Source: an optimization exercise on an open RTL-to-GDS flow (aim: small area). Production flows keep margins and buffers that such runs may drop. Only simulation tests tie the RTL to the original design; equivalence was not proved. No activity file was given, so power comes from the tool's default toggle rates.

## top_level
module top_level(
   input         clk,
   input         rst,
   input  [31:0] wb_addr,   
   input         wb_we,     
   input         wb_stb,   
   input         wb_cyc,   
   input  [31:0] wb_dout,   
   output [31:0] wb_din,    
   output        wb_ack,    
   output        spi_mosi,
   output        spi_sck,
   output        spi_ss,
   input         spi_miso
);
Size: ~110 I/O pins.
Settings: LEC_CHECK=0, ABC_AREA=1, CAP_MARGIN=0, CORE_MARGIN=2, CORE_UTILIZATION=68, CTS_BUF_LIST=sky130_fd_sc_hd__clkbuf_8, CTS_CLUSTER_DIAMETER=60, CTS_CLUSTER_SIZE=18, SLEW_MARGIN=0, SYNTH_HIERARCHICAL=1; clock period 3.5 ns.
standard.sh (not shown) runs the stock make flow with config.mk's settings and CLKGATE_MAP_FILE= SYNTH_SCRIPT=/design/flow/synth_recipe.tcl, a recipe that flattens the netlist after the stock synthesis.
==> flow/flow/run.sh <==
#!/bin/bash
# Own flow: the standard layout, but synthesis maps logic with an
# area-oriented ABC script (flow/area.abc). Each tool's output goes to a log
# file in the work folder.
set -euo pipefail
W=$(pwd)
export OWN_WORK=$W
export OWN_ABC_SCRIPT=$W/flow/area.abc
make -C "$FLOW_HOME" DESIGN_CONFIG="$W/config.mk" WORK_HOME="$W/orfs" CLKGATE_MAP_FILE= \
  SYNTH_SCRIPT="$W/flow/own_synth.tcl" synth > "$W/own_synth.log" 2>&1
export BUFFER_PORTS_ARGS="-buffer_cell sky130_fd_sc_hd__buf_1"
bash standard.sh > "$W/standard.log" 2>&1
==> flow/flow/area.abc <==
strash
dch
amap
topo
==> flow/flow/own_synth.tcl <==
proc abc {args} {
  set i [lsearch -exact $args -script]
  if {$i >= 0} { lset args [expr {$i + 1}] $::env(OWN_ABC_SCRIPT) }
  yosys abc {*}$args
}
source $::env(OWN_WORK)/synth_recipe.tcl
Change:
--- a/flow/flow/run.sh
+++ b/flow/flow/run.sh
@@ -10,3 +10,4 @@
   SYNTH_SCRIPT="$W/flow/own_synth.tcl" synth > "$W/own_synth.log" 2>&1
 export BUFFER_PORTS_ARGS="-buffer_cell sky130_fd_sc_hd__buf_1"
+export GPL_KEEP_OVERFLOW=0
 bash standard.sh > "$W/standard.log" 2>&1
Settings changed: CORE_UTILIZATION 68 to 70.
What happened: Cell count decreases by 0.32%; synthesized area does not change; flip-flop and latch count does not change; setup slack gets worse by 0.021 ns; total power increases by 0.80%; die area decreases by 2.8%; sequential share of layout area decreases by 1.4 points; maximum frequency decreases by 0.62%; cell area increases by 3.0%; first-iteration DRC count increases by 60%.
Change:
--- a/flow/flow/run.sh
+++ b/flow/flow/run.sh
@@ -10,4 +10,3 @@
   SYNTH_SCRIPT="$W/flow/own_synth.tcl" synth > "$W/own_synth.log" 2>&1
 export BUFFER_PORTS_ARGS="-buffer_cell sky130_fd_sc_hd__buf_1"
-export GPL_KEEP_OVERFLOW=0
 bash standard.sh > "$W/standard.log" 2>&1
Settings changed: GPL_ROUTABILITY_DRIVEN from default to 0.
Outcome: The changed run finished with timing, DRC and antenna clean. Routed wire length drops by 8.4%. Non-clock buffer count went up by 2. Via count decreases by 3.4%. Cell count is about the same. Worst setup slack improved by 0.026 ns. Final area fell by 3.1%. Synthesized area does not change. Synthesized cell count is unchanged. Combinational power came out lower by about 2%. Power went down by 0.31%. Die area stays the same.
Change:
--- a/flow/flow/run.sh
+++ b/flow/flow/run.sh
@@ -10,3 +10,4 @@
   SYNTH_SCRIPT="$W/flow/own_synth.tcl" synth > "$W/own_synth.log" 2>&1
 export BUFFER_PORTS_ARGS="-buffer_cell sky130_fd_sc_hd__buf_1"
+export REMOVE_ABC_BUFFERS=1
 bash standard.sh > "$W/standard.log" 2>&1
Settings changed: GPL_ROUTABILITY_DRIVEN 0 to default.
Outcome: The changed run passed the timing, DRC and antenna checks. Clock-buffer cell count does not change. Synthesized cell count is unchanged. Non-clock buffer count is higher by 5. Setup slack is worse by 0.013 ns. Global-route usage is higher by 1.2 points. Utilization is lower by 0.10 points.

## run E
top_level, a different RTL version from the one above (not shown whole).
Size: about 110 I/O pins, roughly 0.012 mm^2 of cells after synthesis.
clock: 3.5 ns
lec_check: 0
abc_area: 1
cap_margin: 0
core_margin: 2
core_utilization: 72
cts_buf_list: sky130_fd_sc_hd__clkbuf_8
cts_cluster_diameter: 60
cts_cluster_size: 18
setup_slack_margin: 0.03
slew_margin: 0
synth_hierarchical: 1
==> flow/flow/run.sh <==
#!/bin/bash
# Own flow: the standard layout, but synthesis maps logic with an
# area-oriented ABC script (flow/area.abc). Each tool's output goes to a log
# file in the work folder.
set -euo pipefail
W=$(pwd)
export OWN_WORK=$W
export OWN_ABC_SCRIPT=$W/flow/area.abc
make -C "$FLOW_HOME" DESIGN_CONFIG="$W/config.mk" WORK_HOME="$W/orfs" CLKGATE_MAP_FILE= \
  SYNTH_SCRIPT="$W/flow/own_synth.tcl" synth > "$W/own_synth.log" 2>&1
export BUFFER_PORTS_ARGS="-buffer_cell sky130_fd_sc_hd__buf_1"
export REMOVE_ABC_BUFFERS=1
bash standard.sh > "$W/standard.log" 2>&1
Scripts as last shown in full above: flow/flow/area.abc, flow/flow/own_synth.tcl
Run E reached the final stage; the timing, DRC and antenna checks on its layout passed.
Relative to run E, the following input files were edited for run P:
diff --git a/flow/config.mk b/flow/config.mk
--- a/flow/config.mk
+++ b/flow/config.mk
@@ -11 +11 @@
-export CORE_UTILIZATION = 72
+export CORE_UTILIZATION = 70
@@ -15 +14,0 @@
-export SETUP_SLACK_MARGIN = 0.03
### Flow results
dfxtp_1 as the cell with the largest stage delay on the worst path was reported by run E, and nor4_1 by run P.
Compare run E and run P | design internal power higher: run P
Every stage of the flow completed for run P, and the final layout passed the timing, DRC and antenna checks.
Run P ends up with lower final core utilization than run E does.
Count of max-cap constraint violations: run P vs run E identical
Summary of the comparison: global-route wire length before repair is lower in run P, relative to run E.

Another version of the RTL of top_level (not shown whole).
Size in the first run: ~1,200 cells after synthesis, about 110 I/O pins, about 0.013 mm2 of cells after synthesis.
Settings: LEC_CHECK=0, ABC_AREA=1, CAP_MARGIN=0, CORE_MARGIN=2, CORE_UTILIZATION=70, CTS_BUF_LIST=sky130_fd_sc_hd__clkbuf_8, CTS_CLUSTER_DIAMETER=60, CTS_CLUSTER_SIZE=20, SLEW_MARGIN=0, SYNTH_HIERARCHICAL=1; clock period 3.5 ns.
Scripts as last shown in full above: flow/flow/run.sh, flow/flow/area.abc, flow/flow/own_synth.tcl
Then changed:
--- a/flow/flow/run.sh
+++ b/flow/flow/run.sh
@@ -12 +11,0 @@
-export REMOVE_ABC_BUFFERS=1
- CORE_UTILIZATION: 70 -> 76
- CTS_CLUSTER_SIZE: 20 -> 18
The new run completed without violations.
Non-clock buffer count is lower by 8.
Sequential power hardly moves.
Fmax stays flat.
Then changed:
- CORE_UTILIZATION: 76 -> 70
- GPL_TIMING_DRIVEN: default -> 0
Now the flow finished but failed the layout checks on negative setup slack.
Sequential share of layout area goes down by 3.3 points.
Via count goes up by 4.6%.
Clock skew goes up by 0.019 ns.
Power goes up by 4.9%.

[separate check: timing with driven ports]
No port has a modelled driver above. Below, the same layouts with a new extraction and two added sets of constraints.
Step 1 assumes that a clkbuf_16 drives the clock port and a buf_2 every other input.
Step 2 also shifts input and output timing later by t, the mid clock arrival at the registers, as if the neighbouring blocks saw the same clock.
Three values: ideal, step 1, step 2; two values: the first two.
run	t (ns)	setup slack, ns	worst setup path after step 2	pins driven straight from the clock port
the first run of note 1	0.583	0.153 / 0.107 / -0.030	input to register	1
the second run of note 1	0.603	0.132 / 0.091 / -0.340	input to register	1
the third run of note 1	0.597	0.158 / 0.112 / -0.027	input to register	1
the fourth run of note 1	0.583	0.145 / 0.102 / 0.053	input to register	1
run E	0.582	0.096 / 0.062 / 0.191	input to register	1
run P	0.583	0.118 / 0.085 / 0.147	input to register	1
the first run of note 3	0.580	0.078 / 0.042 / -0.143	input to register	1
the second run of note 3	0.581	0.082 / 0.067 / -0.155	input to register	1
the third run of note 3	0.603	-0.012 / -0.012 / -0.396	input to register	1
With both steps, setup timing fails in 5 of these runs, where it was met with ideal ports. For the second run of note 1, which loses most, drivers alone change the setup slack by -0.041 ns; drivers and shift together by -0.472 ns.
